Context: an optimization exercise on an open-source flow, tuned for small area, a short achievable clock period and few clock cycles per item. The choices shown serve that exercise and are no tape-out recipe. The RTL was checked by simulation tests, not by an equivalence proof against the original design.

Setup of v5:
// matrixMultiplierSmall
module matrixMultiplierSmall #(
    parameter int WIDTH = 16,
    parameter int N = 3
)(
    input  logic        clk,
    input  logic        rst_n,
    input  logic        start,
    input  logic [N*N*WIDTH-1:0] matrixA,
    input  logic [N*N*WIDTH-1:0] matrixB,
    output logic [N*N*2*WIDTH-1:0] resultMatrix,
    output logic        done
);
Size: roughly 15,000 cells after synthesis, roughly 150,000 um2 of cells after synthesis.
clock: 8.0 ns
lec_check: 0
cap_margin: 20
core_margin: 2
core_utilization: 40
gpl_timing_driven: 0
place_density: 0.6
setup_slack_margin: 0.3
slew_margin: 20
synth_hierarchical: 1
buffer_ports_args: -buffer_cell sky130_fd_sc_hd__buf_4
standard.sh (not shown) runs the stock make flow with config.mk's settings and CLKGATE_MAP_FILE= SYNTH_SCRIPT=/design/flow/synth_recipe.tcl, a recipe that flattens the netlist after the stock synthesis.
==> flow/flow/run.sh <==
#!/bin/bash
# The standard layout, with two changes:
# - the ports are buffered by buf_4 cells instead of the slow delay buffers
#   buffer_ports picks by default;
# - after the standard synthesis, the a21oi_2 and o21ai_2 cells that ABC sized
#   up inside the small prefix-merge modules go back to their _1 sizes (the
#   same functions); the layout's timing repair sizes up the ones that need it.
set -e
cp standard.sh standard.sh.txt
echo "export BUFFER_PORTS_ARGS = -buffer_cell sky130_fd_sc_hd__buf_4" >> "$FLOW_CONFIG"
RES="$PWD/orfs/results/$FLOW_PLATFORM/matrixMultiplierSmall/base"
bash standard.sh "$RES/1_2_yosys.v" > synth.log 2>&1
python3 flow/downsize.py "$RES/1_2_yosys.v" > downsize.log 2>&1
bash standard.sh > standard.log 2>&1
==> flow/flow/downsize.py <==
#!/usr/bin/env python3
"""Swap sized-up AOI/OAI cells in the synthesized netlist for their _1 sizes."""
import re, sys
path = sys.argv[1]
t = open(path).read()
swaps = {'sky130_fd_sc_hd__a21oi_2': 'sky130_fd_sc_hd__a21oi_1',
         'sky130_fd_sc_hd__o21ai_2': 'sky130_fd_sc_hd__o21ai_1'}
for old, new in swaps.items():
    n = len(re.findall(r'\b%s\b' % old, t))
    t = re.sub(r'\b%s\b' % old, new, t)
    print(f'{old} -> {new}: {n}')
open(path, 'w').write(t)
v5: done, clean on timing, DRC and antenna
Testbench counts of v5, summed over its fixed seeds: cycles 1,608, items 1,600.
Inputs modified between v5 and v44:
Settings: changing GPL_TIMING_DRIVEN from 0 to 1.
[summary]
Summary of the comparison: met1 global-route usage is higher in v44, relative to v5. The maximum fanout count along the critical path number comes out higher for v5 vs v44. v44: all-layer global routing usage is 3.0 points higher than what v5 reported. The non-clock buffer area fraction after layout in v44 sits 5.4 points above the value recorded for v5. Higher worst path setup slack after routing goes to v44 over v5.
> inputs changed (v44 -> v2)
Settings: a change of GPL_TIMING_DRIVEN from 1 to 0; a change of SETUP_SLACK_MARGIN from 0.3 to 0.45.
==> notes.md <==
Summary of v2 over v44: fraction of area in registers now sits at about the same level, final cycle utilization of the critical path climbed 0.71 points.
Looking at v2 and v44, the clock-cell share of area is a wash.
Edits applied to the flow inputs when going from v2 to v1:
Settings: CORE_UTILIZATION now 46, was 40; SETUP_SLACK_MARGIN now 0.3, was 0.45.
==> comparison <==
- Initial DRC count: v1 vs v2 up about 14%
- Comparing v1 and v2, the higher final period utilization was measured on v1.
Edits applied to the flow inputs when going from v1 to v43:
Settings: CORE_UTILIZATION: 46 -> 40; BUFFER_PORTS_ARGS: -buffer_cell sky130_fd_sc_hd__buf_4 -> -buffer_cell sky130_fd_sc_hd__buf_2.
==> flow/flow/run.sh <==
#!/bin/bash
# The standard layout, with two changes:
# - the ports are buffered by buf_2 cells instead of the slow delay buffers
#   buffer_ports picks by default;
# - after the standard synthesis, the a21oi_2, o21ai_2 and a few NOR cells that
#   ABC sized up inside the small modules go back to their _1 sizes (the same
#   functions); the layout's timing repair sizes up the ones that need it.
set -e
cp standard.sh standard.sh.txt
echo "export BUFFER_PORTS_ARGS = -buffer_cell sky130_fd_sc_hd__buf_2" >> "$FLOW_CONFIG"
RES="$PWD/orfs/results/$FLOW_PLATFORM/matrixMultiplierSmall/base"
bash standard.sh "$RES/1_2_yosys.v" > synth.log 2>&1
python3 flow/downsize.py "$RES/1_2_yosys.v" > downsize.log 2>&1
bash standard.sh > standard.log 2>&1
-- flow/flow/downsize.py --
<<< v1, line 7
         'sky130_fd_sc_hd__o21ai_2': 'sky130_fd_sc_hd__o21ai_1'}
>>> v43, line 7
         'sky130_fd_sc_hd__o21ai_2': 'sky130_fd_sc_hd__o21ai_1',
         'sky130_fd_sc_hd__nor2b_4': 'sky130_fd_sc_hd__nor2b_1',
         'sky130_fd_sc_hd__nor2_2': 'sky130_fd_sc_hd__nor2_1'}
[summary]
Taking v1 as the reference, in v43 clock slew seen by the registers of the worst setup and hold paths comparable; wire length saw an increase. Diff v1 -> v43: post-route cell area shows an increase of about 1.2%, total I/O pin count has remained practically unchanged, synthesized area level, total DRC errors in the routed layout essentially unchanged. Number of vias per cell after detailed routing came out lower on v43 than on v1. Summary of v43 over v1: met3 demand-to-capacity share in global routing shrank by 2.4 points, final HPWL from detailed placement grew by 1.1%.

========
Another version of the RTL of matrixMultiplierSmall (not shown whole).
For scale: ~290 flip-flops, about 580 I/O pins, ~0.16 sq mm of cells after synthesis.
Settings: LEC_CHECK=0, CAP_MARGIN=20, CORE_MARGIN=2, CORE_UTILIZATION=40, PLACE_DENSITY=0.6, SLEW_MARGIN=20, SYNTH_HIERARCHICAL=1, BUFFER_PORTS_ARGS=-buffer_cell sky130_fd_sc_hd__buf_4; clock period 8.0 ns.
==> flow/flow/run.sh <==
#!/bin/bash
# The standard layout, with the ports buffered by buf_4 cells instead of the
# slow delay buffers buffer_ports picks by default.
set -e
cp standard.sh standard.sh.txt
echo "export BUFFER_PORTS_ARGS = -buffer_cell sky130_fd_sc_hd__buf_4" >> "$FLOW_CONFIG"
bash standard.sh > standard.log 2>&1
The baseline reached the layout checks and failed them: setup timing.
Testbench counts at the start, summed over its fixed seeds: cycles 1,608, items 1,600.
Edit:
==> flow/run.sh (new file) <==
#!/bin/bash
# synth_recipe.tcl (not shown) runs the flow's synth.tcl, then flattens the netlist and writes it again
# the make line also repeats each setting of config.mk as NAME=value (left out here)
make -C /OpenROAD-flow-scripts/flow DESIGN_CONFIG=/design/flow/config.mk WORK_HOME=/design/flow/orfs CLKGATE_MAP_FILE= SYNTH_SCRIPT=/design/flow/synth_recipe.tcl finish
--- a/flow/config.mk
+++ b/flow/config.mk
@@ -13,2 +13 @@
 export SYNTH_HIERARCHICAL = 1
-export BUFFER_PORTS_ARGS = -buffer_cell sky130_fd_sc_hd__buf_4
removed: flow/flow/run.sh
removed: flow/standard.sh
Result: The new run finished but fails on setup timing; wire length came out higher by 4.7%; die area is unchanged; utilization climbs by 1.2 points; non-clock buffer count is higher by 167; cell area went up by 2.2%.

========
run Y:
Another version of the RTL of matrixMultiplierSmall (not shown whole).
For scale: roughly 290 flip-flops, roughly 580 I/O pins, ~160000 sq um of cells after synthesis.
==> flow/design.v (excerpt) <==
module matrixMultiplierSmall #(
    parameter int WIDTH = 16,
    parameter int N = 3
)(
    input  logic        clk,
    input  logic        rst_n,
    input  logic        start,
    input  logic [N*N*WIDTH-1:0] matrixA,
    input  logic [N*N*WIDTH-1:0] matrixB,
    output logic [N*N*2*WIDTH-1:0] resultMatrix,
    output logic        done
);
    logic [N*N*2*WIDTH-1:0] product;
    systolicArray #(
        .WIDTH(WIDTH),
        .N(N)
    ) systolicArr (
        .matrixA (matrixA),
        .matrixB (matrixB),
        .product (product)
    );
    always_ff @(posedge clk) begin
        done <= start & rst_n;
        if (start)
            resultMatrix <= product;
    end
endmodule
Settings: LEC_CHECK=0, CAP_MARGIN=20, CORE_MARGIN=2, CORE_UTILIZATION=40, GPL_TIMING_DRIVEN=0, PLACE_DENSITY=0.6, SETUP_SLACK_MARGIN=0.6, SLEW_MARGIN=20, SYNTH_HIERARCHICAL=1, BUFFER_PORTS_ARGS=-buffer_cell sky130_fd_sc_hd__buf_4; clock period 8.0 ns.
==> flow/flow/run.sh <==
#!/bin/bash
# The standard layout, with the ports buffered by buf_4 cells instead of the
# slow delay buffers buffer_ports picks by default.
set -e
cp standard.sh standard.sh.txt
echo "export BUFFER_PORTS_ARGS = -buffer_cell sky130_fd_sc_hd__buf_4" >> "$FLOW_CONFIG"
bash standard.sh > standard.log 2>&1
Testbench counts of run Y, summed over its fixed seeds: cycles 1,608, items 1,600.
Edits applied to the flow inputs when going from run Y to run R:
- SETUP_SLACK_MARGIN now 0.3, was 0.6
- Of the two values seen for worst setup path endpoint, resultMatrix[8]$_DFFE_PP_ was produced by run R and resultMatrix[11]$_DFFE_PP_ by run Y.
- Of the two values seen for origin of the worst setup path, matrixB[1] was produced by run Y and matrixB[0] by run R.
- Run R — cell count 377 lower, run Y as reference
- The clock network area share on run Y is in line with that on run R.
- Taking run Y as the reference, in run R relative area change from synthesis to final layout went down 4.5 points.

static timing again, ports no longer ideal:
The flow's constraints put no driver on any port. The routed layouts listed below were extracted and timed again, unchanged, in two steps. Step 1, drivers: a clkbuf_16 drives clk and a buf_2 each remaining input, both assumed. Step 2 adds t to the input delays and takes it off the output delays; t is the mean of the earliest and latest rising clock arrival at the registers after step 1. Input paths then give back, and output paths get back, about the clock's delay inside the block. Three values: ideal ports, drivers, drivers and shift; two values: the first two.
run | shift t [ns] | slack for setup (ns) | hold WS [ns] | worst setup path after step 2 | clock arrival spread, ns
v5 | 0.845 | 0.331 / 0.230 / -0.616 | 1.066 / 0.974 / 1.819 | input to register | 0.028 / 0.029
v44 | 0.875 | 0.468 / 0.561 / -0.314 | 1.053 / 0.957 / 1.832 | input to register | 0.050 / 0.050
v2 | 0.851 | 0.411 / 0.254 / -0.598 | 1.060 / 0.967 / 1.818 | input to register | 0.029 / 0.029
v1 | 0.831 | 0.253 / 0.190 / -0.640 | 1.048 / 0.960 / 1.791 | input to register | 0.113 / 0.113
v43 | 0.851 | 0.314 / 0.274 / -0.577 | 1.085 / 0.998 / 1.849 | input to register | 0.066 / 0.066
the first run of note 2 | 0.908 | -0.173 / -0.174 / -1.082 | 1.038 / 0.956 / 1.865 | input to register | 0.084 / 0.085
the second run of note 2 | 0.890 | -0.130 / -0.131 / -1.021 | 1.264 / 1.185 / 2.075 | input to register | 0.078 / 0.078
run Y | 0.861 | 0.512 / 0.272 / -0.588 | 1.066 / 0.980 / 1.840 | input to register | 0.070 / 0.069
run R | 0.892 | 0.319 / 0.119 / -0.773 | 1.058 / 0.964 / 1.856 | input to register | 0.072 / 0.072
Met with ideal ports but missed after step 2: setup timing in 7 of these runs. For run Y, which loses most, drivers alone change the setup slack by -0.240 ns; drivers and shift together by -1.100 ns.
